This is an optimization exercise on Yosys and OpenROAD, whose aim is small area, a short achievable clock period and few clock cycles per item, not a production implementation. RTL that was checked went through simulation tests only; none was proved equivalent to the original. No functional check of the RTL was part of runs 2 to 6.

### design/flow/design.v
`timescale 1ns/1ps
module Sum #(
    parameter int NOF_BITS = 32
) (
    input  logic                clk,
    input  logic                rst_n,
    input  logic                data_first,
    input  logic                data_last,
    input  logic [NOF_BITS-1:0] data_in,
    output logic [NOF_BITS:0]   data_out,
    output logic                busy,
    output logic                done
);
    logic [NOF_BITS:0] sum_reg, sum_next;
    logic              busy_reg, busy_next;
    logic              done_reg, done_next;
    logic [NOF_BITS:0] data_out_reg, data_out_next;
    always_comb begin
        sum_next      = sum_reg;
        busy_next     = busy_reg;
        done_next     = 1'b0;         
        data_out_next = data_out_reg;
        if (data_first) begin
            sum_next  = {1'b0, data_in};  
            busy_next = 1'b1;
            if (data_last) begin
                 data_out_next = {1'b0, data_in};
                 done_next     = 1'b1;
                 busy_next     = 1'b0;
            end
        end
        else if (busy_reg) begin
            sum_next = sum_reg + {1'b0, data_in};  
            if (data_last) begin
                data_out_next = sum_reg + {1'b0, data_in};
                done_next     = 1'b1;
                busy_next     = 1'b0;
            end
        end
    end
    always_ff @(posedge clk or negedge rst_n) begin
        if (!rst_n) begin
            sum_reg      <= '0;
            busy_reg     <= 1'b0;
            done_reg     <= 1'b0;
            data_out_reg <= '0;
        end else begin
            sum_reg      <= sum_next;
            busy_reg     <= busy_next;
            done_reg     <= done_next;
            data_out_reg <= data_out_next;
        end
    end
    assign data_out = data_out_reg;
    assign busy     = busy_reg;
    assign done     = done_reg;
endmodule
module divu_int #(parameter WIDTH=5) (  
    input wire clk,               
    input wire rst_n,               
    input wire start,             
    output reg    busy,              
    output reg    done,              
    output reg    valid,             
    output reg    dbz,               
    input wire [WIDTH-1:0] a,     
    input wire [WIDTH-1:0] b,     
    output     reg [WIDTH-1:0] val,   
    output     reg [WIDTH-1:0] rem    
    );
    reg [WIDTH-1:0] b1;              
    reg [WIDTH-1:0] quo, quo_next;   
    reg [WIDTH:0] acc, acc_next;     
    reg [$clog2(WIDTH)-1:0] i;       
    always_comb begin
        if (acc >= {1'b0, b1}) begin
            acc_next = acc - b1;
            {acc_next, quo_next} = {acc_next[WIDTH-1:0], quo, 1'b1};   
        end else begin
            {acc_next, quo_next} = {acc, quo} << 1;
        end
    end
    always @(posedge clk or negedge rst_n) begin
        if (!rst_n) begin
            busy <= 0;
            done <= 0;
            valid <= 0;
            dbz <= 0;
            val <= 0;
            rem <= 0;
        end else begin
            done <= 0;
            if (start) begin
                valid <= 0;
                i <= 0;
                if (b == 0) begin   
                    busy <= 0;
                    done <= 1;
                    dbz <= 1;
                end else begin
                    busy <= 1;
                    dbz <= 0;
                    b1 <= b;
                    {acc, quo} <= {{WIDTH{1'b0}}, a, 1'b0};   
                end
            end else if (busy) begin
                if (i == WIDTH-1) begin   
                    busy <= 0;
                    done <= 1;
                    valid <= 1;
                    val <= quo_next;
                    rem <= acc_next[WIDTH:1];   
                end else begin   
                    i <= i + 1;
                    acc <= acc_next;
                    quo <= quo_next;
                end
            end
        end
    end
endmodule
`timescale 1ns/1ps
module average #(
    parameter int NOF_BITS = 32
) (
    input  logic                clk,
    input  logic                rst_n,
    input  logic                start,
    input  logic                data_first,
    input  logic                data_last,
    input  logic [NOF_BITS-1:0] data_in,
    output logic [NOF_BITS:0]   data_out,
    output logic                busy,
    output logic                TO,
    output logic                done
);
    localparam logic [1:0] ST_IDLE       = 2'b00;
    localparam logic [1:0] ST_WAIT_FIRST = 2'b01;
    localparam logic [1:0] ST_CALC       = 2'b10;
    localparam logic [1:0] ST_DIV        = 2'b11;
    localparam int TIMEOUT_LIMIT = 10;
    logic [1:0] state_reg, state_next;
    logic [$clog2(TIMEOUT_LIMIT+1)-1:0] wait_cnt_reg, wait_cnt_next;
    logic [NOF_BITS-1:0]                elem_cnt_reg, elem_cnt_next;
    logic [NOF_BITS:0] data_out_next;
    logic              busy_next;
    logic              TO_next;
    logic              done_next;
    logic [NOF_BITS:0] sum_val;
    logic              sum_busy, sum_done;
    logic [NOF_BITS:0] div_result;
    logic              div_done, div_valid;  
    Sum #(NOF_BITS) s_inst (
        .clk        (clk),
        .rst_n      (rst_n),
        .data_first (data_first),
        .data_last  (data_last),
        .data_in    (data_in),
        .data_out   (sum_val),
        .busy       (sum_busy),
        .done       (sum_done)
    );
    divu_int #(NOF_BITS+1) d_inst (
        .clk   (clk),
        .rst_n (rst_n),
        .start (sum_done),
        .busy  (),           
        .done  (div_done),
        .valid (div_valid),
        .dbz   (),
        .a     (sum_val),
        .b     ({1'b0, elem_cnt_reg}),
        .val   (div_result),
        .rem   ()
    );
    always_comb begin
        state_next    = state_reg;
        wait_cnt_next = wait_cnt_reg;
        elem_cnt_next = elem_cnt_reg;
        busy_next     = (state_reg != ST_IDLE);  
        TO_next       = 1'b0;
        done_next     = 1'b0;
        data_out_next = data_out;  
        case (state_reg)
            ST_IDLE: begin
                busy_next = 1'b0;
                if (start) begin
                    state_next    = ST_WAIT_FIRST;
                    wait_cnt_next = '0;
                    elem_cnt_next = '0;
                    busy_next     = 1'b1;
                end
            end
            ST_WAIT_FIRST: begin
                if (data_first) begin
                    wait_cnt_next = '0;
                    elem_cnt_next = {{(NOF_BITS-1){1'b0}}, 1'b1};  
                    if (data_last) begin
                         state_next = ST_DIV; 
                    end else begin
                         state_next = ST_CALC;
                    end
                end 
                else begin
                    if (wait_cnt_reg == TIMEOUT_LIMIT - 1) begin
                        state_next = ST_IDLE;
                        TO_next    = 1'b1;      
                        busy_next  = 1'b0;
                    end else begin
                        wait_cnt_next = wait_cnt_reg + 1'b1;
                    end
                end
            end
            ST_CALC: begin
                elem_cnt_next = elem_cnt_reg + 1'b1;
                if (data_last) begin
                    state_next = ST_DIV;
                end
            end
            ST_DIV: begin
                if (div_done) begin
                    data_out_next = div_result;
                    done_next     = 1'b1;
                    state_next    = ST_IDLE;
                    busy_next     = 1'b0;
                end
            end
            default: state_next = ST_IDLE;
        endcase
    end
    always_ff @(posedge clk or negedge rst_n) begin
        if (!rst_n) begin
            state_reg    <= ST_IDLE;
            wait_cnt_reg <= '0;
            elem_cnt_reg <= '0;
            data_out     <= '0;
            busy         <= 1'b0;
            TO           <= 1'b0;
            done         <= 1'b0;
        end else begin
            state_reg    <= state_next;
            wait_cnt_reg <= wait_cnt_next;
            elem_cnt_reg <= elem_cnt_next;
            data_out     <= data_out_next;
            busy         <= busy_next;
            TO           <= TO_next;
            done         <= done_next;
        end
    end
endmodule
### design/flow/run.sh
#!/bin/bash
# synth_recipe.tcl (not shown) runs the flow's synth.tcl, then flattens the netlist and writes it again
# the make line also repeats each setting of config.mk as NAME=value (left out here)
make -C /OpenROAD-flow-scripts/flow DESIGN_CONFIG=/design/flow/config.mk WORK_HOME=/design/flow/orfs CLKGATE_MAP_FILE= SYNTH_SCRIPT=/design/flow/synth_recipe.tcl finish
### design/flow/config.mk
export PLATFORM = sky130hd
export DESIGN_NAME = average
export DESIGN_NICKNAME = average
export VERILOG_FILES = /design/flow/design.v
export SDC_FILE = /design/flow/constraint.sdc
export NUM_CORES = 4
export LEC_CHECK = 0
export CAP_MARGIN = 20
export CORE_MARGIN = 2
export CORE_UTILIZATION = 40
export SLEW_MARGIN = 20
### design/flow/constraint.sdc
create_clock -name core_clock -period 6.0 [get_ports {clk}]
set_input_delay 1.2000 -clock core_clock [delete_from_list [all_inputs] [get_ports {clk}]]
set_output_delay 1.2000 -clock core_clock [all_outputs]
set_load 0.01 [all_outputs]
==> results.txt, run 1 <==
f_max=244 MHz; WL per Instance=17.5 µm; mux contribution to synthesized area=0.0878; die height=200 µm; # Max-Cap Violations=0; Critical R2R Launch=d_inst.acc[0]; Worst EP arrival=4.53 ns; Worst Hold Class=flop to flop; most frequent cells in the layout=nand2_1 (177), dfrtp_1 (176), nor2_1 (120), a21oi_1 (113), edfxtp_1 (105); Synth Instances=1513; fin worst setup slack=1.89 ns; Seq/Total Area, Yosys=0.491; DP Worst Slack=1.31 ns; clk slew on worst S/H paths=0.06 ns; Clock Skew=0.0290 ns; Post-Synth Adder-Cell Area=0.0642; Detail Placement HPWL=25700 µm; CTS root buf=clkbuf_16; CTS buffer count=34; synth warn=3; outcome=finished clean; final max-slew violation count=0; Synth Area in XOR/XNOR=0.0414; setup TNS=0 ns; initial DRC count=609; cell accounting for the most synthesized area=dfrtp_1; # DRC=0; Post-Synth Simple-Gate Area=0.139; Num Clock Sinks=282; share of layout cells above drive strength 1=0.118; Area Overhead vs Synth=15.1%; Pre-Repair DR Iteration Count=5; Netlist Area Pre-Place=15400 µm²; first-pass GRT wire length=60200 µm; top cells by area, synth=dfrtp_1 (29%), edfxtp_1 (20%), mux2_2 (7.2%); Max H-tree Level=2; Avg Vias per Cell=5.34; final RePlAce weighted congestion=0.853; fin crit share=0.684; Worst Path Max Fanout=5; crit path from=data_in[0]; initial antenna violation count=0; post-CTS setup buffers=0; fin crit period=4.11 ns; WL final=36900 µm; top cell type's share of synthesized area=0.287; vias=11200; Ports=73; area of the core=37800 µm²; max FFs per register=34; Post-Route Utilization=0.469; Largest Register=d_inst.acc; commonest non-fill, non-tap cell in the layout=nand2_1; Distinct cells, synth=67; async set-reset flop share out of synthesis=0.628; largest net degree at the start of global routing=70; CTS tree=done; CTS max path bufs=3; capturing element type of the critical path=flop; Setup Viol. Count Final=0; # rows=71; Layout Nets=1681; hold path start=s_inst.data_out_reg[13]; vias in the first global route=11100; complex-gate fraction of the synthesized area=0.141; clk latency of the worst-skew pair=0.54 ns; critical path launch point type=input pin; Die Footprint=40200 µm²; required time worst endpoint=6.42 ns; Synth Flop Type=dfrtp_1; global route overflow=0; Yosys reg bits=282; antenna-violating nets left=0; CTS Hold Bufs=0; syn_area_per_cell=10.2 µm²; Rel. slew slack=0.295; width of the die=200 µm; EDFF count, synth=105; ant diodes=0; Post-CTS Resized=0; critical path type=input pin to flop; global-route usage over all layers=0.185; worst-margin pin slew=1.06 ns; Syn Nets=1628; R2R setup slack=2.07 ns; Port Buffers=72; Final Hold Fails=0; initial core utilization=0.408; RSZ-0062 raised after global routing=false; largest family of logic cells by synthesized area=compound AO/OA/AOI/OAI gates
-- worst max-delay path, stage by stage --
cell	delay [ns]
clkdlybuf4s50_1	0.45
ha_1	0.24
fa_1	0.40
a21oi_1	0.27
o211ai_1	0.21
nand4_1	0.17
a31oi_1	0.17
a21oi_1	0.43
nor3_1	0.12
a311oi_1	0.46
mux2i_1	0.14
a221o_1	0.27
-- synth_stat cells, types with 5 or more instances --
| cell type | number |
|---|---|
| and2_1 | 5 |
| nor4_1 | 8 |
| or3_1 | 19 |
| nand2_1 | 178 |
| o22ai_1 | 5 |
| xnor2_1 | 44 |
| edfxtp_1 | 105 |
| nor3_1 | 17 |
| clkbuf_1 | 43 |
| nand4_1 | 17 |
| a21oi_1 | 113 |
| nor2_1 | 121 |
| o211ai_1 | 12 |
| nand3_1 | 41 |
| and3_1 | 23 |
| a211oi_1 | 13 |
| a21boi_0 | 5 |
| inv_1 | 70 |
| xor2_1 | 29 |
| buf_1 | 13 |
| dfrtp_1 | 177 |
| a21o_1 | 30 |
| buf_2 | 9 |
| nor2b_1 | 11 |
| ha_1 | 76 |
| nand3b_1 | 5 |
| a31oi_1 | 21 |
| o21bai_1 | 12 |
| mux2_2 | 99 |
| nand2b_1 | 6 |
| mux2i_1 | 24 |
| o21a_1 | 8 |
| o31ai_1 | 7 |
| o21ai_0 | 88 |
-- layout make-up --
type                    instances  area [µm²]
fillers                      3631       20100
flip-flops and latches        282        7580
multi-input cells            1092        7320
clock buffers                  43         956
repair buffers                 85         817
well taps                     511         639
inverters                      71         267
clock inverters                18         181
-- final timing paths --
kind	end	depth (start not counted)
worst max-delay path	s_inst.sum_reg[30]	12
worst min-delay path	s_inst.data_out_reg[13]	2
worst max register to register	d_inst.acc[5]	13
worst min register to register	s_inst.data_out_reg[13]	2
max in group asynchronous	s_inst.done_reg	2
min in group asynchronous	s_inst.sum_reg[8]	1
-- layer usage --
layer | vias to the layer above | GRT usage | wire, µm
met5 | - | 0 | 0
met4 | 0 | 0.0466 | 629
met3 | 42 | 0.0293 | 1300
met2 | 176 | 0.280 | 16100
met1 | 5458 | 0.276 | 18800
li1 | 5548 | - | -
-- logic make-up after synthesis --
| logic type | Yosys count |
|---|---|
| muxes | 123 |
| DFF | 282 |
| and+or+nand+nor | 467 |
| buffers and inverters | 139 |
| xor gates and xnor gates | 73 |
| adders and majority gates | 78 |
| AOI/OAI and AO/OA | 351 |
-- through the flow --
step | area [µm²] | instances | hold WS, ns
2_1_floorplan | 15400 | 1513 | 0.433
3_3_place_gp | 16600 | 2041 | 0.459
3_5_place_dp | 16600 | 2041 | 0.467
4_1_cts | 17800 | 2102 | 0.480
5_1_grt | 17800 | 2102 | 0.508
6_report | 17800 | 2102 | 0.475
Testbench counts, summed over its fixed seeds: cycles 83,808, items 1,600.
==> run 2, diff against run 1 <==
==> design/flow/design.v (replaced) <==
`timescale 1ns/1ps
module average #(
    parameter int NOF_BITS = 32
) (
    input  logic                clk,
    input  logic                rst_n,
    input  logic                start,
    input  logic                data_first,
    input  logic                data_last,
    input  logic [NOF_BITS-1:0] data_in,
    output logic [NOF_BITS:0]   data_out,
    output logic                busy,
    output logic                TO,
    output logic                done
);
    localparam int K   = 3;                           
    localparam int QW  = NOF_BITS + 1;                
    localparam int NC  = (QW + K - 1) / K;            
    localparam int DW  = NC * K;                      
    localparam int TIMEOUT_LIMIT = 10;
    localparam int CW  = $clog2((NC > TIMEOUT_LIMIT ? NC : TIMEOUT_LIMIT));
    logic          acc;        
    logic          div;        
    logic [CW-1:0] cnt;        
    logic [DW-1:0]       s;    
    logic [NOF_BITS-1:0] n;    
    logic [NOF_BITS-1:0] r;    
    wire waiting  = busy & ~acc & ~div;
    wire take     = acc | (waiting & data_first);
    wire to_now   = waiting & ~data_first & (cnt == CW'(TIMEOUT_LIMIT - 1));
    wire go_div   = take & data_last;
    wire div_last = div & (cnt == CW'(NC - 1));
    wire [QW-1:0] s_acc = ({QW{acc}} & s[QW-1:0]) + ({NOF_BITS{take}} & data_in);
    logic [NOF_BITS-1:0] r_st [0:K];
    logic [DW-1:0]       s_st [0:K];
    always_comb begin
        r_st[0] = r;
        s_st[0] = s;
        for (int j = 0; j < K; j++) begin
            logic [NOF_BITS:0] t, d;
            t = {r_st[j], s_st[j][DW-1]};
            d = t - {1'b0, n};
            if (!d[NOF_BITS]) begin
                r_st[j+1] = d[NOF_BITS-1:0];
                s_st[j+1] = {s_st[j][DW-2:0], 1'b1};
            end else begin
                r_st[j+1] = t[NOF_BITS-1:0];
                s_st[j+1] = {s_st[j][DW-2:0], 1'b0};
            end
        end
    end
    always_ff @(posedge clk) begin
        if (div) begin
            s <= s_st[K];
            r <= r_st[K];
        end else begin
            s <= DW'(s_acc);
            n <= ({NOF_BITS{acc}} & n) + NOF_BITS'(take);
            r <= '0;
        end
    end
    always_ff @(posedge clk or negedge rst_n) begin
        if (!rst_n) begin
            busy     <= 1'b0;
            acc      <= 1'b0;
            div      <= 1'b0;
            cnt      <= '0;
            TO       <= 1'b0;
            done     <= 1'b0;
            data_out <= '0;
        end else begin
            TO   <= to_now;
            done <= div_last;
            if (!busy) begin
                busy <= start;
                cnt  <= '0;
            end else begin
                if (to_now | div_last) busy <= 1'b0;
                cnt <= go_div ? '0 : cnt + 1'b1;
                if (go_div) acc <= 1'b0;
                else if (waiting & data_first) acc <= 1'b1;
                if (go_div) div <= 1'b1;
                else if (div_last) div <= 1'b0;
            end
            if (div_last) data_out <= s_st[K][QW-1:0];
        end
    end
endmodule
==> results.txt, run 2 <==
Largest stage delay, worst path=0.38 ns (-0.08 ns); ant diodes=0 (unchanged); WL per Instance=16.8 µm (-4.1%); # rows=65 (-8.5%); initial antenna violation count=0 (unchanged); Detail Placement HPWL=31100 µm (+21%); Synth Instances=1573 (+4.0%); Final Hold Fails=0 (unchanged); Syn Nets=1746 (+7.2%); Avg Vias per Cell=5.31 (-0.51%); commonest non-fill, non-tap cell in the layout=buf_4; Synth Flop Type=dfxtp_1; required time worst endpoint=6.34 ns (-0.08 ns); Clock Skew=0.0105 ns (-0.0185 ns); Yosys reg bits=139 (-51%); final RePlAce weighted congestion=0.959 (+12%); area of the core=31600 µm² (-17%); largest net degree at the start of global routing=87 (+24%); cell accounting for the most synthesized area=ha_1; capturing element type of the critical path=flop; async set-reset flop share out of synthesis=0.302 (-0.326); global-route usage over all layers=0.251 (+0.0658); EDFF count, synth=32 (-70%); CTS tree=done; Netlist Area Pre-Place=12800 µm² (-17%); Worst EP arrival=8.49 ns (+3.96 ns); worst-margin pin slew=0.854 ns (-0.204 ns); final max-slew violation count=0 (unchanged); width of the die=183 µm (-8.7%); post-route cell area=18400 µm² (+3.7%); fin worst setup slack=-2.15 ns (-4.04 ns); complex-gate fraction of the synthesized area=0.185 (+0.0443); DP Worst Slack=-2.59 ns (-3.90 ns); slowest library cell on the worst path=or3b_4; violated checks=setup timing; Area Overhead vs Synth=43.6%; most frequent cells in the layout=buf_4 (376), nand2_1 (242), a21oi_1 (97), ha_1 (97), nor2_1 (95); DP Cell Count=2369 (+16%); Worst Path Max Fanout=8 (+3); critical path type=flop to flop; vias=12900 (+15%); Rel. slew slack=0.430 (+0.136); reg-to-reg critical path endpoint=r[6]; critical path launch point type=flop; initial core utilization=0.406 (-0.00135); Pre-Repair DR Iteration Count=5 (unchanged); Post-Synth Simple-Gate Area=0.205 (+0.0655); Synth Area in XOR/XNOR=0.0979 (+0.0564); top cells by area, synth=ha_1 (13%), dfxtp_1 (10%), dfrtp_1 (8.2%); initial DRC count=655 (+7.6%); antenna-violating nets left=0 (unchanged); Setup Viol. Count Final=34 (+34); top cell type's share of synthesized area=0.129 (-0.158); Die Footprint=33500 µm² (-17%); CTS root buf=clkbuf_16; share of layout cells above drive strength 1=0.297 (+0.179); outcome=finished with violations; f_max=123 MHz (-50%); Post-Synth Adder-Cell Area=0.135 (+0.0708); clk latency of the worst-skew pair=0.45 ns (-0.09 ns); Worst Hold Class=flop to flop; Max H-tree Level=4 (+2); final std cells w/o fill=2429 (+16%); Post-Route Utilization=0.584 (+0.114); RSZ-0062 raised after global routing=true; Layout Nets=2187 (+30%); Num Clock Sinks=139 (-51%); die height=183 µm (-8.7%); synth warn=3 (unchanged); Top Registers=data_out x33, s x33; CTS Hold Bufs=0 (unchanged); first-pass GRT wire length=67500 µm (+12%); Critical R2R Launch=n[18]; R2R setup slack=-2.15 ns (-4.22 ns); # Max-Cap Violations=0 (unchanged); top-count cell post-synth=nand2_1; fin crit period=8.15 ns (+4.04 ns); WL final=40800 µm (+11%); hold path endpoint=data_out[27]; Hold Crit Depth=2 (unchanged); vias in the first global route=13200 (+19%); Distinct cells, synth=69 (+3.0%); placed inst area=17000 µm² (+2.2%); syn_area_per_cell=8.15 µm² (-20%); Seq/Total Area, Yosys=0.258 (-0.233); global route overflow=0 (unchanged); reg2reg path depth=38 (+25); fin crit share=1.36 (+0.673); Ports=73 (unchanged); most instantiated cells after synthesis=nand2_1 (244), ha_1 (132), a21oi_1 (110); mux contribution to synthesized area=0.0816 (-0.00625); # DRC=0 (unchanged); hold path start=s[24]; largest family of logic cells by synthesized area=simple AND/OR/NAND/NOR gates; CTS max path bufs=2 (-1); CTS buffer count=17 (-50%); Crit path top cell by count=a21o_1; Port Buffers=72 (unchanged); clk slew on worst S/H paths=0.07 ns (about the same)
-- run 2: timing repair --
item	4_1_cts	5_1_grt
cloned	3	0
endpoints found under the setup margin	34	34
resized for setup	71	42
pin swaps	39	25
buffers inserted	18	11
hold endpoints to repair	0	0
-- run 2: logic make-up after synthesis --
logic type | after synthesis
xor gates and xnor gates | 139
buffers and inverters | 120
AOI/OAI and AO/OA | 377
and+or+nand+nor | 566
muxes | 96
DFF | 139
adders and majority gates | 136
-- run 2: worst max path at each step --
stage	cells after the start	end	slack, ns	startpoint
floorplan	37	r[0]	-1.70	n[17]
global placement	39	r[21]	-2.37	s[32]
detailed placement	39	r[27]	-2.59	s[32]
CTS	39	r[5]	-2.10	n[18]
global route	38	r[1]	-2.43	n[20]
finish	38	r[6]	-2.15	n[18]
-- run 2: per-stage QoR --
stage,TNS [ns],hold WS [ns]
floorplan,-57.33,0.419
global placement,-76.75,0.443
detailed placement,-83.29,0.442
CTS,-69.27,0.452
global route,-80.15,0.484
finish,-70.21,0.446
-- run 2: area by class of cell --
type	count	area [µm²]
fill	2825	13100
clock inverter	13	105
sequential	139	3320
clock buffer	19	464
multi-input combinational	1314	9880
inverter	73	274
timing repair buffer	469	3870
tap	402	503
-- run 2: per-layer routing --
| layer | GRT usage | routed length (µm) | vias to the layer above |
|---|---|---|---|
| met5 | 0 | 0 | - |
| met4 | 0.0822 | 1210 | 0 |
| met3 | 0.0365 | 1450 | 74 |
| met2 | 0.438 | 19700 | 263 |
| met1 | 0.318 | 18500 | 6109 |
| li1 | - | - | 6458 |
-- run 2: critical path, delay by kind of cell (launching register included) --
kind                       cells  cell delay, ns
AOI/OAI and AO/OA             18            3.55
and+or+nand+nor                5            1.35
muxes                          3            0.90
buffers and inverters          6            0.76
adders and majority gates      3            0.63
xor gates and xnor gates       3            0.44
DFF                            1            0.37
==> run 3, diff against run 2 <==
--- a/design/flow/design.v
+++ b/design/flow/design.v
@@ -14,5 +14,5 @@
     output logic                done
 );
-    localparam int K   = 3;                           
+    localparam int K   = 2;                           
     localparam int QW  = NOF_BITS + 1;                
     localparam int NC  = (QW + K - 1) / K;            
==> results.txt, run 3 <==
capturing element type of the critical path=flop; Die Footprint=30100 µm² (-10%); Clock Skew=0.0122 ns (+0.00166 ns); async set-reset flop share out of synthesis=0.305 (+0.00281); reg-to-reg critical path endpoint=r[29]; EDFF count, synth=32 (unchanged); Critical R2R Launch=s[33]; final RePlAce weighted congestion=0.857 (-11%); Worst EP arrival=6.03 ns (-2.46 ns); vias=10000 (-22%); fin crit period=5.67 ns (-2.47 ns); fin crit share=0.946 (-0.412); area of the core=28500 µm² (-9.8%); width of the die=173 µm (-5.2%); Top Registers=s x34, data_out x33; largest family of logic cells by synthesized area=simple AND/OR/NAND/NOR gates; top cell type's share of synthesized area=0.115 (-0.0138); max FFs per register=34; Rel. slew slack=0.468 (+0.0371); Pre-Repair DR Iteration Count=7 (+2); Largest Register=s; R2R setup slack=0.33 ns (+2.47 ns); Worst Path Max Fanout=8 (unchanged); Netlist Area Pre-Place=11500 µm² (-10%); CTS tree=done; most frequent cells in the layout=nand2_1 (249), ha_1 (98), nor2_1 (91), a21oi_1 (84), o21ai_0 (79); Synth Flop Type=dfxtp_1; Num Clock Sinks=141 (+1.4%); vias in the first global route=9714 (-26%); syn_area_per_cell=8.11 µm² (-0.56%); Avg Vias per Cell=5.29 (-0.47%); Ports=73 (unchanged); initial antenna violation count=0 (unchanged); Crit path top cell by count=inv_1; initial core utilization=0.403 (-0.00290); clk slew on worst S/H paths=0.07 ns (about the same); reg2reg path depth=28 (-26%); first-pass GRT wire length=48400 µm (-28%); DP Worst Slack=0.107 ns (+2.70 ns); Syn Nets=1557 (-11%); Post-Synth Adder-Cell Area=0.114 (-0.0209); crit path capture=r[29]; most instantiated cells after synthesis=nand2_1 (249), ha_1 (100), nor2_1 (91); slowest library cell on the worst path=or3_1; die height=173 µm (-5.2%); CTS root buf=clkbuf_16; Yosys reg bits=141 (+1.4%); ant diodes=0 (unchanged); global route overflow=0 (unchanged); Final Hold Fails=0 (unchanged); mux contribution to synthesized area=0.0625 (-0.0190); # Max-Cap Violations=0 (unchanged); CTS max path bufs=2 (unchanged); # rows=62 (-4.6%); # DRC=0 (unchanged); Synth Area in XOR/XNOR=0.0792 (-0.0187); Setup Viol. Count Final=0 (-100%); Largest stage delay, worst path=0.40 ns (+0.02 ns); Distinct cells, synth=69 (unchanged); critical path type=flop to flop; outcome=finished clean; Detail Placement HPWL=22000 µm (-29%); commonest non-fill, non-tap cell in the layout=nand2_1; WL final=29500 µm (-28%); synth warn=3 (unchanged); required time worst endpoint=6.35 ns (about the same); WL per Instance=15.6 µm (-7.1%); final max-slew violation count=0 (unchanged); Port Buffers=72 (unchanged); antenna-violating nets left=0 (unchanged); top-count cell post-synth=nand2_1; crit path from=s[33]; critical path launch point type=flop; Synth Instances=1417 (-9.9%); fin worst setup slack=0.325 ns (+2.47 ns); Worst Hold Class=flop to flop; f_max=176 MHz (+44%); clk latency of the worst-skew pair=0.43 ns (-0.02 ns); Max H-tree Level=4 (unchanged); share of layout cells above drive strength 1=0.0829 (-0.214); setup TNS=0 ns (+70.21 ns); worst-margin pin slew=0.798 ns (-0.0565 ns); Post-Synth Simple-Gate Area=0.227 (+0.0221); global-route usage over all layers=0.194 (-0.0571); initial DRC count=644 (-1.7%); Seq/Total Area, Yosys=0.292 (+0.0340); cell accounting for the most synthesized area=dfxtp_1; top cells by area, synth=dfxtp_1 (12%), ha_1 (11%), dfrtp_1 (9.4%); CTS buffer count=17 (unchanged); complex-gate fraction of the synthesized area=0.185 (about the same); largest net degree at the start of global routing=73 (-16%); Layout Nets=1635 (-25%); Area Overhead vs Synth=17.1%
==> run 3: cell count changes after synthesis, sizes merged, moves of 6 or more <==
cell,delta
xnor2,-25
nand2b,+7
and2,+6
inv,-6
a21o,-16
clkbuf,+7
o21ai,-6
a21oi,-22
ha,-32
nor3,-7
buf,-6
o2111ai,-6
xor2,-11
mux2,-32
==> run 3: critical path, delay by kind of cell, from the launching register on <==
kind,cells,cell delay [ns]
AO/OA/AOI/OAI,12,2.13
XOR/XNOR,1,0.19
adder cells (fa/ha/maj),3,0.93
buffers and inverters,7,0.89
flip-flops,1,0.30
multiplexers,2,0.43
AND/OR/NAND/NOR,3,0.72
==> run 3: through the flow <==
stage | std cells | instance area [µm²] | hold slack [ns] | util
after floorplan | 1417 | 11500 | 0.419 | -
after CTS | 1885 | 13300 | 0.452 | 0.467
final | 1892 | 13400 | 0.450 | 0.472
after global routing | 1892 | 13400 | 0.467 | 0.472
after global placement | 1853 | 12700 | 0.441 | 0.447
after detailed placement | 1853 | 12700 | 0.441 | 0.447
==> run 3: metal layers <==
metal / vias up / wire, µm / global-route usage / part of all wire
met5: - / 0 / 0 / 0
met2: 183 / 13400 / 0.312 / 0.45
met3: 26 / 1240 / 0.0279 / 0.042
li1: 5124 / - / - / -
met1: 4671 / 14600 / 0.274 / 0.49
met4: 0 / 346 / 0.0466 / 0.012
==> run 3: kinds of logic after synthesis <==
family	Yosys count
flops	141
fa+ha+maj	103
buf+inv	115
mux	68
xor+xnor	103
compound gates	324
simple gates	563
==> run 3: worst min path at each step <==
stage | from | endpoint | depth (start not counted)
2_1_floorplan | s[17] | data_out[19] | 2
3_3_place_gp | s[10] | data_out[12] | 2
3_5_place_dp | s[10] | data_out[12] | 2
4_1_cts | s[29] | data_out[31] | 2
5_1_grt | s[27] | data_out[29] | 2
6_report | s[12] | data_out[14] | 2
==> run 3: area by class of cell <==
type / count / area (µm²)
clock buffer: 19 / 433
clock inverter: 13 / 139
fill: 2832 / 15000
inverter: 67 / 251
multi-input combinational: 1161 / 7730
sequential: 141 / 3360
tap: 384 / 480
timing repair buffer: 107 / 1050
==> run 3: what timing repair did <==
action,in CTS,in global routing
buffers inserted,0,4
gates resized for setup,0,15
setup endpoints to repair,0,34
hold buffers,0,0
==> run 4, diff against run 3 <==
--- a/design/flow/design.v
+++ b/design/flow/design.v
@@ -31,5 +31,5 @@
     wire go_div   = take & data_last;
     wire div_last = div & (cnt == CW'(NC - 1));
-    wire [QW-1:0] s_acc = ({QW{acc}} & s[QW-1:0]) + ({NOF_BITS{take}} & data_in);
+    wire [QW-1:0] s_acc = ({QW{acc}} & s[QW-1:0]) + data_in;
     logic [NOF_BITS-1:0] r_st [0:K];
     logic [DW-1:0]       s_st [0:K];
@@ -56,5 +56,5 @@
         end else begin
             s <= DW'(s_acc);
-            n <= ({NOF_BITS{acc}} & n) + NOF_BITS'(take);
+            n <= acc ? n + 1'b1 : NOF_BITS'(1);
             r <= '0;
         end
==> results.txt, run 4 <==
Worst Path Max Fanout=24 (+16); f_max=175 MHz (-0.59%); CTS root buf=clkbuf_16; Largest stage delay, worst path=0.46 ns (+0.06 ns); area of the core=27700 µm² (-2.7%); Setup Viol. Count Final=0 (unchanged); Hold Worst Slack=0.451 ns (+0.00151 ns); Top Registers=s x34, data_out x33; Layout Nets=1578 (-3.5%); vias=9597 (-4.1%); die height=172 µm (-1.1%); commonest non-fill, non-tap cell in the layout=nand2_1; top sig layer=met4; worst path bufs/invs=4 (-3); top cell type's share of synthesized area=0.118 (+0.00265); CP cell instances=ha_1 -> inv_1 -> fa_2 -> a211oi_2 -> o311a_1 -> o31ai_4 -> o2111ai_2 -> a21oi_2 -> o21ai_2 -> xnor2_4 -> buf_12 -> mux2_2 -> ha_1 -> a21o_1 -> a21o_1 -> a221oi_1 -> nor3_1 -> a21o_1 -> o221ai_1 -> o21ai_2 -> xor2_4 -> buf_12 -> buf_12 -> mux2i_1; antenna-violating nets left=0 (unchanged); Pre-Repair DR Iteration Count=5 (-2); Netlist Area Pre-Place=11200 µm² (-2.3%); Worst Hold Class=flop to flop; Ports=73 (unchanged); routed length on met2=12500 µm (-6.3%); required time worst endpoint=6.34 ns (about the same); Avg Vias per Cell=5.25 (-0.76%); cell accounting for the most synthesized area=dfxtp_1; Rel. slew slack=0.317 (-0.150); EDFF count, synth=32 (unchanged); clk latency of the worst-skew pair=0.43 ns (about the same); initial DRC count=540 (-16%); ant diodes=0 (unchanged); WL final=28300 µm (-4.3%); # rows=61 (-1.6%); most instantiated cells after synthesis=nand2_1 (234), ha_1 (100), a21oi_1 (87); CP delay by family, top=compound AO/OA/AOI/OAI gates; syn_area_per_cell=8.22 µm² (+1.5%); fin crit period=5.71 ns (+0.0338 ns); Max H-tree Level=4 (unchanged); outcome=finished clean; Yosys reg bits=141 (unchanged); fin worst setup slack=0.292 ns (-0.0338 ns); worst-margin pin slew=1.02 ns (+0.226 ns); slowest library cell on the worst path=edfxtp_1; Critical R2R Launch=n[0]; final max-slew violation count=0 (unchanged); Die Footprint=29400 µm² (-2.2%); Synth Instances=1365 (-3.7%); Multi-input gate area=7440 µm² (-3.7%); initial core utilization=0.405 (+0.00178); crit path from=n[0]; hold path endpoint=data_out[19]; largest net degree at the start of global routing=107 (+47%); WL met3=1200 µm (-3.0%); global-route usage over all layers=0.196 (+0.00216); first-pass GRT wire length=46500 µm (-3.9%); wl on met1=14300 µm (-2.1%); top-count cell post-synth=nand2_1; Detail Placement HPWL=21000 µm (-4.3%); Post-Route Utilization=0.473 (+0.000747); CTS max path bufs=2 (unchanged); Synth Flop Type=dfxtp_1; Num Clock Sinks=141 (unchanged); # DRC=0 (unchanged); reg2reg path depth=24 (-14%); initial antenna violation count=0 (unchanged); Syn Nets=1505 (-3.3%); reg-to-reg critical path endpoint=r[23]; Hold Crit Depth=2 (unchanged); Distinct cells, synth=75 (+8.7%); CTS buffer count=17 (unchanged); width of the die=172 µm (-1.1%); WL per Instance=15.5 µm (-1.0%); fin crit share=0.951 (+0.00564); fillers=2689 (-5.0%); clk slew on worst S/H paths=0.07 ns (about the same); # Max-Cap Violations=0 (unchanged); max FFs per register=34 (unchanged); R2R setup slack=0.29 ns (-0.03 ns); global route overflow=0 (unchanged); critical path type=flop to flop; CTS tree=done; share of layout cells above drive strength 1=0.0779 (-0.00501); Area Overhead vs Synth=16.7%; DP Worst Slack=0.105 ns (-0.00188 ns); synth warn=3 (unchanged); Final Hold Fails=0 (unchanged); Port Buffers=72 (unchanged); Clock Skew=0.0103 ns (-0.00184 ns); Worst EP arrival=6.05 ns (+0.02 ns); top cells by area, synth=dfxtp_1 (12%), ha_1 (11%), dfrtp_1 (9.6%); final RePlAce weighted congestion=0.898 (+4.8%); critical path launch point type=flop; FF/Latch Area=3360 µm² (unchanged); async set-reset flop share out of synthesis=0.305 (unchanged); capturing element type of the critical path=flop; hold path start=s[17]; most frequent cells in the layout=nand2_1 (234), ha_1 (99), a21oi_1 (86), inv_1 (79), o21ai_0 (78); Largest Register=s; Seq/Total Area, Yosys=0.299 (+0.00674); vias in the first global route=9293 (-4.3%)
==> run 4: layout make-up <==
class	count	area share
inverters	81	0.0232
clock buffers	17	0.0325
well taps	378	0.0361
clock inverters	15	0.0122
flip-flops and latches	141	0.257
repair buffers	94	0.0714
multi-input cells	1103	0.568
==> run 4: per-layer routing <==
layer	global-route usage	up-vias
li1	-	4955
met3	0.0354	22
met1	0.279	4441
met4	0.0383	0
met5	0	-
met2	0.311	179
==> run 4: cells by family (layout without fill, tap and decap cells) <==
family	count (synthesis)	in the layout	synth area share
buffers and inverters	121	207	0.0436
adders and majority gates	103	103	0.117
muxes	68	68	0.0644
and+or+nand+nor	514	514	0.216
DFF	141	141	0.299
AOI/OAI and AO/OA	318	318	0.181
xor gates and xnor gates	100	100	0.0793
==> run 4: what timing repair did <==
| item | in CTS | in global routing |
|---|---|---|
| endpoints found under the setup margin | 0 | 34 |
| setup buffers | 0 | 2 |
| hold buffers | 0 | 0 |
| resized for setup | 0 | 12 |
==> run 4: per-stage QoR <==
| step | TNS [ns] | instance area [µm²] | std cells |
|---|---|---|---|
| floorplan | 0 | 11200 | 1365 |
| global placement | 0 | 12400 | 1794 |
| detailed placement | 0 | 12400 | 1794 |
| CTS | 0 | 13000 | 1826 |
| global route | -0.0131 | 13100 | 1829 |
| finish | 0 | 13100 | 1829 |
==> run 4: how the worst max path moves through the flow <==
stage,to,slack (ns),cells past startpoint
global route,r[29],-0.01,23
finish,r[23],0.29,24
floorplan,r[30],0.65,24
CTS,r[13],0.04,24
detailed placement,r[13],0.10,24
global placement,r[7],0.21,24
==> run 4: tightest hold or removal path: stages, from the launching register on <==
cell and delay [ns]:
dfxtp_1 0.32, nand2_1 0.05, nand2_1 0.04
==> run 5, diff against run 4 <==
--- a/design/flow/design.v
+++ b/design/flow/design.v
@@ -14,5 +14,5 @@
     output logic                done
 );
-    localparam int K   = 2;                           
+    localparam int K   = 1;                           
     localparam int QW  = NOF_BITS + 1;                
     localparam int NC  = (QW + K - 1) / K;            
==> results.txt, run 5 <==
CTS Hold Bufs=0 (unchanged); CP cell instances=clkdlybuf4s50_1 -> ha_1 -> fa_1 -> a211oi_1 -> nor3_1 -> o221ai_1 -> o221ai_1 -> o21a_1 -> or2_2 -> a211oi_1 -> xor2_1 -> o21ai_0; initial antenna violation count=0 (unchanged); vias=7348 (-23%); worst path bufs/invs=1 (-3); Num Clock Sinks=141 (unchanged); # DRC=0 (unchanged); Detail Placement HPWL=14900 µm (-29%); required time worst endpoint=6.29 ns (-0.05 ns); # Max-Cap Violations=0 (unchanged); Setup Viol. Count Final=0 (unchanged); # rows=55 (-9.8%); critical path launch point type=input pin; vias in the first global route=7194 (-23%); Yosys reg bits=141 (unchanged); post-route cell area=10800 µm² (-18%); Avg Vias per Cell=5.33 (+1.6%); WL per Instance=15.2 µm (-1.5%); Synth Instances=1023 (-25%); Distinct cells, synth=64 (-15%); Largest stage delay, worst path=0.47 ns (about the same); Top Registers=data_out x33, s x33; slowest library cell on the worst path=a211oi_1; top cells by area, synth=dfxtp_1 (14%), dfrtp_1 (12%), edfxtp_1 (10%); Worst Path Max Fanout=3 (-88%); most frequent cells in the layout=nand2_1 (93), a21oi_1 (71), clkdlybuf4s50_1 (71), nor2_1 (68), ha_1 (68); Rel. slew slack=0.407 (+0.0900); fillers=2217 (-18%); Post-CTS Resized=0 (unchanged); Final Hold Fails=0 (unchanged); most instantiated cells after synthesis=nand2_1 (93), a21oi_1 (71), ha_1 (68), nor2_1 (68), and2_1 (67); synth warn=3 (unchanged); share of layout cells above drive strength 1=0.0914 (+0.0135); EDFF count, synth=32 (unchanged); area of the core=22700 µm² (-18%); CTS tree=done; initial core utilization=0.407 (+0.00226); fin worst setup slack=1.93 ns (+1.64 ns); top cell type's share of synthesized area=0.141 (+0.0229); Area Overhead vs Synth=16.3%; width of the die=156 µm (-9.0%); Port Buffers=72 (unchanged); initial DRC count=364 (-33%); global route overflow=0 (unchanged); fin crit period=4.07 ns (-1.64 ns); first-pass GRT wire length=35500 µm (-24%); fin crit share=0.679 (-0.273); Synth Flop Type=dfxtp_1; FF/Latch Area=3360 µm² (about the same); GR peak layer=met2; commonest non-fill, non-tap cell in the layout=nand2_1; routing usage on met2=0.290 (-0.0211); final RePlAce weighted congestion=0.865 (-3.6%); Clock Skew=0.0128 ns (+0.00250 ns); cell accounting for the most synthesized area=dfxtp_1; met1 Use GR=0.249 (-0.0307); worst-margin pin slew=0.882 ns (-0.142 ns); CP delay by family, top=compound AO/OA/AOI/OAI gates; CTS root buf=clkbuf_16; DP Worst Slack=1.53 ns (+1.43 ns); Seq/Total Area, Yosys=0.363 (+0.0643); Max H-tree Level=4 (unchanged); Pre-Repair DR Iteration Count=5 (unchanged); outcome=finished clean; Hold Worst Slack=0.460 ns (+0.00855 ns); Worst Hold Class=flop to flop; met3 usage=0.0331 (-0.00238); placed inst area=10200 µm² (-18%); largest net degree at the start of global routing=72 (-33%); Syn Nets=1130 (-25%); f_max=246 MHz (+40%); final max-slew violation count=0 (unchanged); RSZ-0062 raised after global routing=false; die height=156 µm (-9.0%); Layout Nets=1188 (-25%); post-CTS setup buffers=0 (unchanged); Ports=73 (unchanged); antenna-violating nets left=0 (unchanged); capturing element type of the critical path=flop; Die Footprint=24400 µm² (-17%); top-count cell post-synth=nand2_1; Worst EP arrival=4.36 ns (-1.69 ns); WL final=21000 µm (-26%); setup TNS=0 ns (unchanged); Multi-input gate area=5520 µm² (-26%); async set-reset flop share out of synthesis=0.312 (+0.00709); syn_area_per_cell=9.05 µm² (+10%); CTS buffer count=17 (unchanged); ant diodes=0 (unchanged); Netlist Area Pre-Place=9250 µm² (-18%); critical path type=input pin to flop; clk latency of the worst-skew pair=0.42 ns (about the same); clk slew on worst S/H paths=0.07 ns (about the same); global-route usage over all layers=0.179 (-0.0168); CTS max path bufs=2 (unchanged)
## run 5: cell count changes after synthesis, sizes merged, moves of 7 or more
cell	change
nand2b	-7
nand3	-17
ha	-32
o21ai	-15
inv	-30
a211oi	+10
a21o	-25
a21oi	-15
xnor2	-12
nor3	-8
nand2	-141
mux2i	-19
## run 5: worst paths after layout
| check | start | end | slack (ns) | cells past startpoint |
|---|---|---|---|---|
| setup / recovery | data_in[0] | s[26] | 1.93 | 12 |
| hold / removal | s[22] | s[23] | 0.46 | 2 |
| setup reg to reg | n[0] | r[9] | 2.11 | 13 |
| hold reg to reg | s[22] | s[23] | 0.46 | 2 |
| max in group asynchronous | rst_n | div | 4.76 | 1 |
| min in group asynchronous | rst_n | data_out[24] | 0.79 | 1 |
## run 5: area by class of cell
class,count,share of cell area
inverter,51,0.0178
clock inverter,12,0.0100
multi-input combinational,793,0.513
tap,285,0.0331
sequential,141,0.313
clock buffer,20,0.0426
timing repair buffer,77,0.0702
## run 5: layer usage
metal | share of wire | routed length, µm | vias up
met5 | 0 | 0 | -
met4 | 0.0092 | 194 | 0
met3 | 0.032 | 674 | 15
met1 | 0.50 | 10600 | 3470
li1 | - | - | 3750
met2 | 0.45 | 9540 | 113
## run 5: per-stage QoR
stage                     cells   util
after floorplan            1023      -
after global placement     1347  0.449
after detailed placement   1347  0.449
after CTS                  1379  0.474
after global routing       1379  0.474
final                      1379  0.474
## run 5: worst register-to-register path, delay by kind of cell (launching register included)
kind / cells / cell delay, ns
muxes: 1 / 0.25
and+or+nand+nor: 3 / 0.71
DFF: 1 / 0.44
AOI/OAI and AO/OA: 5 / 1.23
adders and majority gates: 2 / 0.64
buffers and inverters: 2 / 0.48
## run 5: cell families after synthesis
family,Yosys count,synth area share
simple gates,336,0.183
xor+xnor,87,0.0823
mux,55,0.0649
fa+ha+maj,70,0.0963
flops,141,0.363
buf+inv,89,0.0414
compound gates,245,0.169
==> run 6, diff against run 5 <==
==> design/flow/design.v (replaced) <==
`timescale 1ns/1ps
module average #(
    parameter int NOF_BITS = 32
) (
    input  logic                clk,
    input  logic                rst_n,
    input  logic                start,
    input  logic                data_first,
    input  logic                data_last,
    input  logic [NOF_BITS-1:0] data_in,
    output logic [NOF_BITS:0]   data_out,
    output logic                busy,
    output logic                TO,
    output logic                done
);
    localparam int QW  = NOF_BITS + 1;                
    localparam int NC  = (QW + 1) / 2;                
    localparam int DW  = NC * 2;                      
    localparam int RW  = NOF_BITS;                    
    localparam int TIMEOUT_LIMIT = 10;
    localparam int CW  = $clog2((NC > TIMEOUT_LIMIT ? NC : TIMEOUT_LIMIT));
    logic          acc;        
    logic          div;        
    logic [CW-1:0] cnt;        
    logic [DW-1:0]   s;        
    logic [RW-1:0]   n;        
    logic [RW+1:0]   n3;       
    logic [RW-1:0]   r;        
    wire waiting  = busy & ~acc & ~div;
    wire to_now   = waiting & ~data_first & (cnt == CW'(TIMEOUT_LIMIT - 1));
    wire go_div   = (acc | (waiting & data_first)) & data_last;
    wire div_last = div & (cnt == CW'(NC - 1));
    wire [QW-1:0] s_acc = ({QW{acc}} & s[QW-1:0]) + data_in;
    wire [RW+1:0] t  = {r, s[DW-1:DW-2]};
    wire [RW+2:0] d1 = {1'b0, t} - {3'b0, n};
    wire [RW+2:0] d2 = {1'b0, t} - {2'b0, n, 1'b0};
    wire [RW+2:0] d3 = {1'b0, t} - {1'b0, n3};
    wire          q1 = ~d1[RW+2];
    wire          q2 = ~d2[RW+2];
    wire          q3 = ~d3[RW+2];
    wire [RW-1:0] r_div = q2 ? (q3 ? d3[RW-1:0] : d2[RW-1:0])
                             : (q1 ? d1[RW-1:0] : t[RW-1:0]);
    wire [DW-1:0] s_div = {s[DW-3:0], q2, q3 | (q1 & ~q2)};
    always_ff @(posedge clk) begin
        if (div) begin
            s <= s_div;
            r <= r_div;
        end else begin
            s  <= DW'(s_acc);
            n  <= acc ? n + 1'b1 : RW'(1);
            n3 <= acc ? n3 + 2'd3 : (RW+2)'(3);
            r  <= '0;
        end
    end
    always_ff @(posedge clk or negedge rst_n) begin
        if (!rst_n) begin
            busy     <= 1'b0;
            acc      <= 1'b0;
            div      <= 1'b0;
            cnt      <= '0;
            TO       <= 1'b0;
            done     <= 1'b0;
            data_out <= '0;
        end else begin
            TO   <= to_now;
            done <= div_last;
            if (!busy) begin
                busy <= start;
                cnt  <= '0;
            end else begin
                if (to_now | div_last) busy <= 1'b0;
                cnt <= go_div ? '0 : cnt + 1'b1;
                if (go_div) acc <= 1'b0;
                else if (waiting & data_first) acc <= 1'b1;
                if (go_div) div <= 1'b1;
                else if (div_last) div <= 1'b0;
            end
            if (div_last) data_out <= s_div[QW-1:0];
        end
    end
endmodule
==> results.txt, run 6 <==
outcome=finished clean; Layout Nets=1975 (+66%); required time worst endpoint=6.32 ns (+0.03 ns); synth warn=1 (-2); top-count cell post-synth=nand2_1; Top Registers=n3 x34, s x34, data_out x33; Max H-tree Level=4 (unchanged); Distinct cells, synth=81 (+27%); # DRC=0 (unchanged); clk slew on worst S/H paths=0.08 ns (about the same); largest net degree at the start of global routing=55 (-24%); # Max-Cap Violations=0 (unchanged); Netlist Area Pre-Place=14500 µm² (+57%); Clock Skew=0.0157 ns (+0.00290 ns); setup TNS=0 ns (unchanged); capturing element type of the critical path=flop; Ports=73 (unchanged); clk latency of the worst-skew pair=0.46 ns (+0.04 ns); area of the core=35700 µm² (+57%); global-route usage over all layers=0.199 (+0.0200); f_max=253 MHz (+3.1%); Rel. slew slack=0.298 (-0.110); commonest non-fill, non-tap cell in the layout=nand2_1; critical path type=input pin to flop; fin crit period=3.95 ns (-0.121 ns); share of layout cells above drive strength 1=0.0425 (-0.0489); initial DRC count=846 (+130%); initial antenna violation count=0 (unchanged); Worst Hold Class=flop to flop; Area Overhead vs Synth=12.2%; top cell type's share of synthesized area=0.137 (-0.00392); initial core utilization=0.407 (-0.000854); RSZ-0062 raised after global routing=false; Post-CTS Resized=0 (unchanged); Seq/Total Area, Yosys=0.302 (-0.0614); Syn Nets=1931 (+71%); global route overflow=0 (unchanged); critical path launch point type=input pin; CTS max path bufs=2 (unchanged); Setup Viol. Count Final=0 (unchanged); Yosys reg bits=175 (+24%); vias=12400 (+69%); Port Buffers=72 (unchanged); final max-slew violation count=0 (unchanged); Pre-Repair DR Iteration Count=5 (unchanged); Worst EP arrival=4.27 ns (-0.09 ns); top cells by area, synth=edfxtp_1 (14%), ha_1 (12%), dfxtp_1 (9.1%); cell accounting for the most synthesized area=edfxtp_1; Synth Flop Type=edfxtp_1; final RePlAce weighted congestion=0.864 (about the same); width of the die=194 µm (+25%); fin worst setup slack=2.05 ns (+0.121 ns); fillers=3499 (+58%); first-pass GRT wire length=61900 µm (+74%); antenna-violating nets left=0 (unchanged); EDFF count, synth=66 (+110%); vias in the first global route=12300 (+71%); Avg Vias per Cell=5.46 (+2.4%); async set-reset flop share out of synthesis=0.246 (-0.0663); worst-margin pin slew=1.03 ns (+0.145 ns); Synth Instances=1755 (+72%); Hold Worst Slack=0.447 ns (-0.0125 ns); post-CTS setup buffers=0 (unchanged); # rows=69 (+25%); CTS tree=done; Final Hold Fails=0 (unchanged); DP Worst Slack=1.66 ns (+0.130 ns); CTS Hold Bufs=0 (unchanged); syn_area_per_cell=8.26 µm² (-8.7%); ant diodes=0 (unchanged); Detail Placement HPWL=28300 µm (+89%); most instantiated cells after synthesis=nand2_1 (228), ha_1 (135), xnor2_1 (121); most frequent cells in the layout=nand2_1 (228), ha_1 (135), xnor2_1 (121), a21oi_1 (119), nor2_1 (107); WL final=37200 µm (+77%); WL per Instance=16.4 µm (+7.5%); CTS buffer count=17 (unchanged); Worst Path Max Fanout=4 (+1); CTS root buf=clkbuf_16; Die Footprint=37800 µm² (+55%); die height=194 µm (+25%); Num Clock Sinks=175 (+24%); fin crit share=0.659 (-0.0201)
run 6: logic make-up (layout without fill, tap and decap cells):
family / after synthesis / in the layout / share of synthesized area
AO/OA/AOI/OAI: 489 / 489 / 0.225
XOR/XNOR: 160 / 160 / 0.0967
adder cells (fa/ha/maj): 139 / 139 / 0.122
buffers and inverters: 165 / 222 / 0.0453
multiplexers: 7 / 7 / 0.00501
AND/OR/NAND/NOR: 620 / 620 / 0.204
flip-flops: 175 / 175 / 0.302
run 6: final timing paths:
check | endpoint | startpoint | slack (ns) | cells after the start
max in group asynchronous | acc | rst_n | 4.74 | 2
max reg2reg | s[31] | acc | 2.09 | 11
min | data_out[26] | s[24] | 0.45 | 2
min in group asynchronous | data_out[26] | rst_n | 0.82 | 2
max | s[31] | data_in[4] | 2.05 | 11
min reg2reg | data_out[26] | s[24] | 0.45 | 2
run 6: per-stage QoR:
| step | cells | cell area (µm²) | utilization |
|---|---|---|---|
| 2_1_floorplan | 1755 | 14500 | - |
| 3_3_place_gp | 2241 | 15600 | 0.438 |
| 3_5_place_dp | 2241 | 15600 | 0.438 |
| 4_1_cts | 2273 | 16300 | 0.456 |
| 5_1_grt | 2273 | 16300 | 0.456 |
| 6_report | 2273 | 16300 | 0.456 |
run 6: routing by layer:
metal	global-route usage	wire length [µm]	vias up
met3	0.0285	1210	22
li1	-	-	6366
met4	0.0493	433	0
met5	0	0	-
met2	0.331	16900	199
met1	0.273	18700	5818
run 6: area by class of cell:
class / count / area [µm²] / area share
Multi-Input combinational cell: 1415 / 9470 / 0.582
Sequential cell: 175 / 4380 / 0.269
Timing Repair Buffer: 83 / 798 / 0.0491
Tap cell: 461 / 577 / 0.0355
Clock buffer: 17 / 425 / 0.0262
Inverter: 107 / 403 / 0.0248
Clock inverter: 15 / 214 / 0.0132
run 6: worst max-delay path: stages:
cell             delay, ns
clkdlybuf4s50_1       0.41
ha_1                  0.35
a2111oi_0             0.59
o21a_1                0.27
o31ai_1               0.11
a211o_1               0.36
o2bb2ai_1             0.15
o21ai_0               0.44
o21ai_0               0.17
xnor2_1               0.15
o21ai_0               0.08
==> run 7, diff against run 6 <==
==> design/flow/design.v (replaced) <==
`timescale 1ns/1ps
module average #(
    parameter int NOF_BITS = 32
) (
    input  logic                clk,
    input  logic                rst_n,
    input  logic                start,
    input  logic                data_first,
    input  logic                data_last,
    input  logic [NOF_BITS-1:0] data_in,
    output logic [NOF_BITS:0]   data_out,
    output logic                busy,
    output logic                TO,
    output logic                done
);
    localparam int W = NOF_BITS;
    localparam int TIMEOUT_LIMIT = 10;
    logic       acc;       
    logic       v;         
    logic       div;       
    logic [4:0] cnt;       
    logic [W:0]   x;       
    logic [W:0]   b;       
    logic [W-1:0] y;       
    wire waiting  = busy & ~acc & ~v & ~div;
    wire take     = acc | (waiting & data_first);
    wire to_now   = waiting & ~data_first & (cnt == 5'(TIMEOUT_LIMIT - 1));
    wire fin      = v & ~acc;                  
    wire sum_on   = v & acc;                   
    wire div_last = div & (&cnt);
    wire [W+1:0] sum = {1'b0, x} + {1'b0, b} + (W+2)'(b[W]);
    wire         ge  = sum[W+1];               
    always_ff @(posedge clk) begin
        if (div)
            x <= {ge ? sum[W-1:0] : x[W-1:0], y[W-1]};
        else if (fin)
            x <= {{(W-1){1'b0}}, sum[W:W-1]};
        else if (sum_on)
            x <= sum[W:0];
        else
            x <= '0;
        if (div)
            y <= {y[W-2:0], ge};
        else if (fin)
            y <= {sum[W-2:0], 1'b0};
        else
            y <= acc ? y + 1'b1 : W'(1);
        if (fin)
            b <= {1'b1, ~y};
        else if (!div)
            b <= {1'b0, data_in};
    end
    always_ff @(posedge clk or negedge rst_n) begin
        if (!rst_n) begin
            busy     <= 1'b0;
            acc      <= 1'b0;
            v        <= 1'b0;
            div      <= 1'b0;
            cnt      <= '0;
            TO       <= 1'b0;
            done     <= 1'b0;
            data_out <= '0;
        end else begin
            TO   <= to_now;
            done <= div_last;
            v    <= take;
            if (!busy) begin
                busy <= start;
                cnt  <= '0;
            end else begin
                if (to_now | div_last) busy <= 1'b0;
                cnt <= fin ? '0 : cnt + 1'b1;
                if (take) acc <= ~data_last;
                div <= fin | (div & ~div_last);
            end
            if (div_last) data_out <= {1'b0, y[W-2:0], ge};
        end
    end
endmodule
--- a/design/flow/config.mk
+++ b/design/flow/config.mk
@@ -9,3 +9,4 @@
 export CORE_MARGIN = 2
 export CORE_UTILIZATION = 40
+export SETUP_SLACK_MARGIN = 3.0
 export SLEW_MARGIN = 20
==> results.txt, run 7 <==
Detail Placement HPWL=15200 µm (-46%); Avg Vias per Cell=5.62 (+2.9%); commonest non-fill, non-tap cell in the layout=nand2_1; synth warn=1 (unchanged); post-route cell area=9790 µm² (-40%); DP Cell Count=1182 (-47%); f_max=341 MHz (+35%); Die Footprint=21300 µm² (-44%); Area Overhead vs Synth=21.5%; critical path launch point type=flop; Synth Instances=894 (-49%); Syn Nets=969 (-50%); initial antenna violation count=0 (unchanged); Rel. slew slack=0.276 (-0.0220); ant diodes=0 (unchanged); clk latency of the worst-skew pair=0.42 ns (-0.04 ns); capturing element type of the critical path=flop; first-pass GRT wire length=34400 µm (-44%); Distinct cells, synth=78 (-3.7%); WL final=21700 µm (-42%); global route overflow=0 (unchanged); async set-reset flop share out of synthesis=0.305 (+0.0593); Ports=73 (unchanged); setup TNS=0 ns (unchanged); largest net degree at the start of global routing=80 (+45%); required time worst endpoint=6.31 ns (about the same); Worst EP arrival=3.24 ns (-1.03 ns); most instantiated cells after synthesis=nand2_1 (135), nand3_1 (84), o21ai_0 (80); Synth Flop Type=dfxtp_1; RSZ-0062 raised after global routing=true; initial DRC count=588 (-30%); # Max-Cap Violations=0 (unchanged); top-count cell post-synth=nand2_1; top cell type's share of synthesized area=0.164 (+0.0273); Seq/Total Area, Yosys=0.417 (+0.115); Final Hold Fails=0 (unchanged); fin crit period=2.93 ns (-1.02 ns); met1 Use GR=0.300 (+0.0270); die height=146 µm (-25%); outcome=finished clean; Num Clock Sinks=141 (-19%); CTS Hold Bufs=0 (unchanged); clk slew on worst S/H paths=0.06 ns (-0.02 ns); critical path type=flop to flop; Worst Path Max Fanout=6 (+2); width of the die=146 µm (-25%); fin crit share=0.488 (-0.170); CTS root buf=clkbuf_16; final std cells w/o fill=1226 (-46%); final max-slew violation count=0 (unchanged); initial core utilization=0.411 (+0.00474); share of layout cells above drive strength 1=0.130 (+0.0876); Yosys reg bits=141 (-19%); GR peak layer=met1; Setup Viol. Count Final=0 (unchanged); vias in the first global route=6311 (-49%); antenna-violating nets left=0 (unchanged); routing usage on met2=0.295 (-0.0363); met3 usage=0.0304 (+0.00195); # DRC=0 (unchanged); global-route usage over all layers=0.200 (+0.000343); placed inst area=8860 µm² (-43%); syn_area_per_cell=9.01 µm² (+9.1%); # rows=51 (-26%); Pre-Repair DR Iteration Count=5 (unchanged); Top Registers=b x33, x x33; Max H-tree Level=4 (unchanged); vias=6885 (-44%); WL per Instance=17.7 µm (+8.2%); area of the core=19600 µm² (-45%); Clock Skew=0.0101 ns (-0.00559 ns); most frequent cells in the layout=nand2_1 (135), nand3_1 (84), o21ai_0 (77), clkdlybuf4s50_1 (70), dfxtp_1 (64); worst-margin pin slew=1.09 ns (+0.0595 ns); CTS tree=done; Worst Hold Class=flop to flop; EDFF count, synth=32 (-52%); Netlist Area Pre-Place=8060 µm² (-44%); CTS max path bufs=2 (unchanged); top cells by area, synth=dfxtp_1 (16%), dfrtp_1 (13%), edfxtp_1 (12%); final RePlAce weighted congestion=0.911 (+5.4%); cell accounting for the most synthesized area=dfxtp_1; Port Buffers=71 (-1.4%); Layout Nets=1023 (-48%); CTS buffer count=17 (unchanged)
==> run 7: cell count changes after synthesis, sizes merged, moves of 34 or more <==
cell and change:
xnor2 -83, a21o -36, and2 -90, nor2 -75, a211oi -36, nor3 -35, ha -99, nand2 -94
nand3 +43, a21oi -79, inv -85, edfxtp -34
==> run 7: metrics by stage <==
stage          setup WS (ns)  utilization  hold slack [ns]
2_1_floorplan           3.42            -            0.426
3_3_place_gp            2.87        0.452            0.473
3_5_place_dp            2.84        0.452            0.463
4_1_cts                 2.98        0.485            0.479
5_1_grt                 2.93        0.500            0.503
6_report                3.07        0.500            0.475
==> run 7: final timing paths <==
check / startpoint / slack [ns] / cells after the start / endpoint
max in group asynchronous: rst_n / 4.72 / 2 / div
max reg2reg: b[15] / 3.07 / 11 / x[21]
max: b[15] / 3.07 / 11 / x[21]
min reg2reg: cnt[4] / 0.48 / 1 / TO
min: cnt[4] / 0.48 / 1 / TO
min in group asynchronous: rst_n / 0.84 / 2 / data_out[8]
==> run 7: layout make-up <==
cell class / count / area [µm²]
fillers: 1854 / 9800
multi-input cells: 673 / 4540
flip-flops and latches: 141 / 3370
repair buffers: 92 / 906
clock buffers: 23 / 499
well taps: 265 / 332
inverters: 23 / 86.3
clock inverters: 9 / 57.6
==> run 7: critical path, cell delays in order, from the launching register on <==
cell and delay [ns]:
edfxtp_1 0.36, ha_1 0.40, inv_1 0.12, or4_1 0.58
a211oi_4 0.27, buf_4 0.18, nor3_4 0.04, o21bai_2 0.22
buf_4 0.15, xnor2_1 0.18, mux2i_1 0.12, a22o_1 0.19
==> run 7: kinds of logic (layout without fill, tap and decap cells) <==
logic type / after synthesis / after routing / share of synthesized area
fa+ha+maj: 38 / 38 / 0.0609
mux: 30 / 30 / 0.0407
xor+xnor: 54 / 54 / 0.0587
other cells: 1 / 1 / 0.000465
buf+inv: 80 / 147 / 0.0509
flops: 141 / 141 / 0.417
simple gates: 319 / 319 / 0.188
compound gates: 231 / 231 / 0.184
==> run 7: what timing repair did <==
item | 4_1_cts | 5_1_grt
gates cloned | 0 | 1
pin swaps | 4 | 14
endpoints found under the setup margin | 43 | 48
resized for setup | 9 | 43
buffers inserted | 4 | 7
==> run 7: layer usage <==
metal / up-vias / part of all wire
met5: - / 0
met3: 25 / 0.047
met4: 0 / 0.015
met2: 200 / 0.45
met1: 3320 / 0.49
li1: 3340 / -
Testbench counts of run 7, summed over its fixed seeds: cycles 80,608, items 1,600.

## afterwards: timing with drivers on the ports
The flow's constraints put no driver on any port. The routed layouts listed below were extracted and timed again, unchanged, in two steps.
Step 1: set_driving_cell puts a clkbuf_16 on clk and a buf_2 on each other input, an assumption about the parent block.
Step 2 moves the port delays by t, midway between the first and last clock arrival at a register: inputs arrive t later, outputs are due t later. That takes back most of the time a late clock gives input paths.
Three values: no drivers, after step 1, after step 2; two values: the first two.
| run | t (ns) | setup slack, ns | hold WS [ns] | worst data-port slew with drivers (ns) |
|---|---|---|---|---|
| run 1 | 0.575 | 1.893 / 1.924 / 1.350 | 0.475 / 0.475 / 0.475 | 0.04 |
| run 2 | 0.497 | -2.146 / -2.146 / -2.146 | 0.446 / 0.446 / 0.446 | 0.05 |
| run 3 | 0.471 | 0.325 / 0.325 / 0.325 | 0.450 / 0.450 / 0.450 | 0.05 |
| run 4 | 0.470 | 0.292 / 0.292 / 0.292 | 0.451 / 0.451 / 0.451 | 0.06 |
| run 5 | 0.465 | 1.927 / 1.952 / 1.487 | 0.460 / 0.460 / 0.460 | 0.06 |
| run 6 | 0.501 | 2.048 / 2.076 / 1.575 | 0.447 / 0.447 / 0.447 | 0.04 |
| run 7 | 0.456 | 3.070 / 3.070 / 3.070 | 0.475 / 0.475 / 0.475 | 0.04 |
For run 1, which loses most, drivers alone change the setup slack by +0.031 ns; drivers and shift together by -0.543 ns.
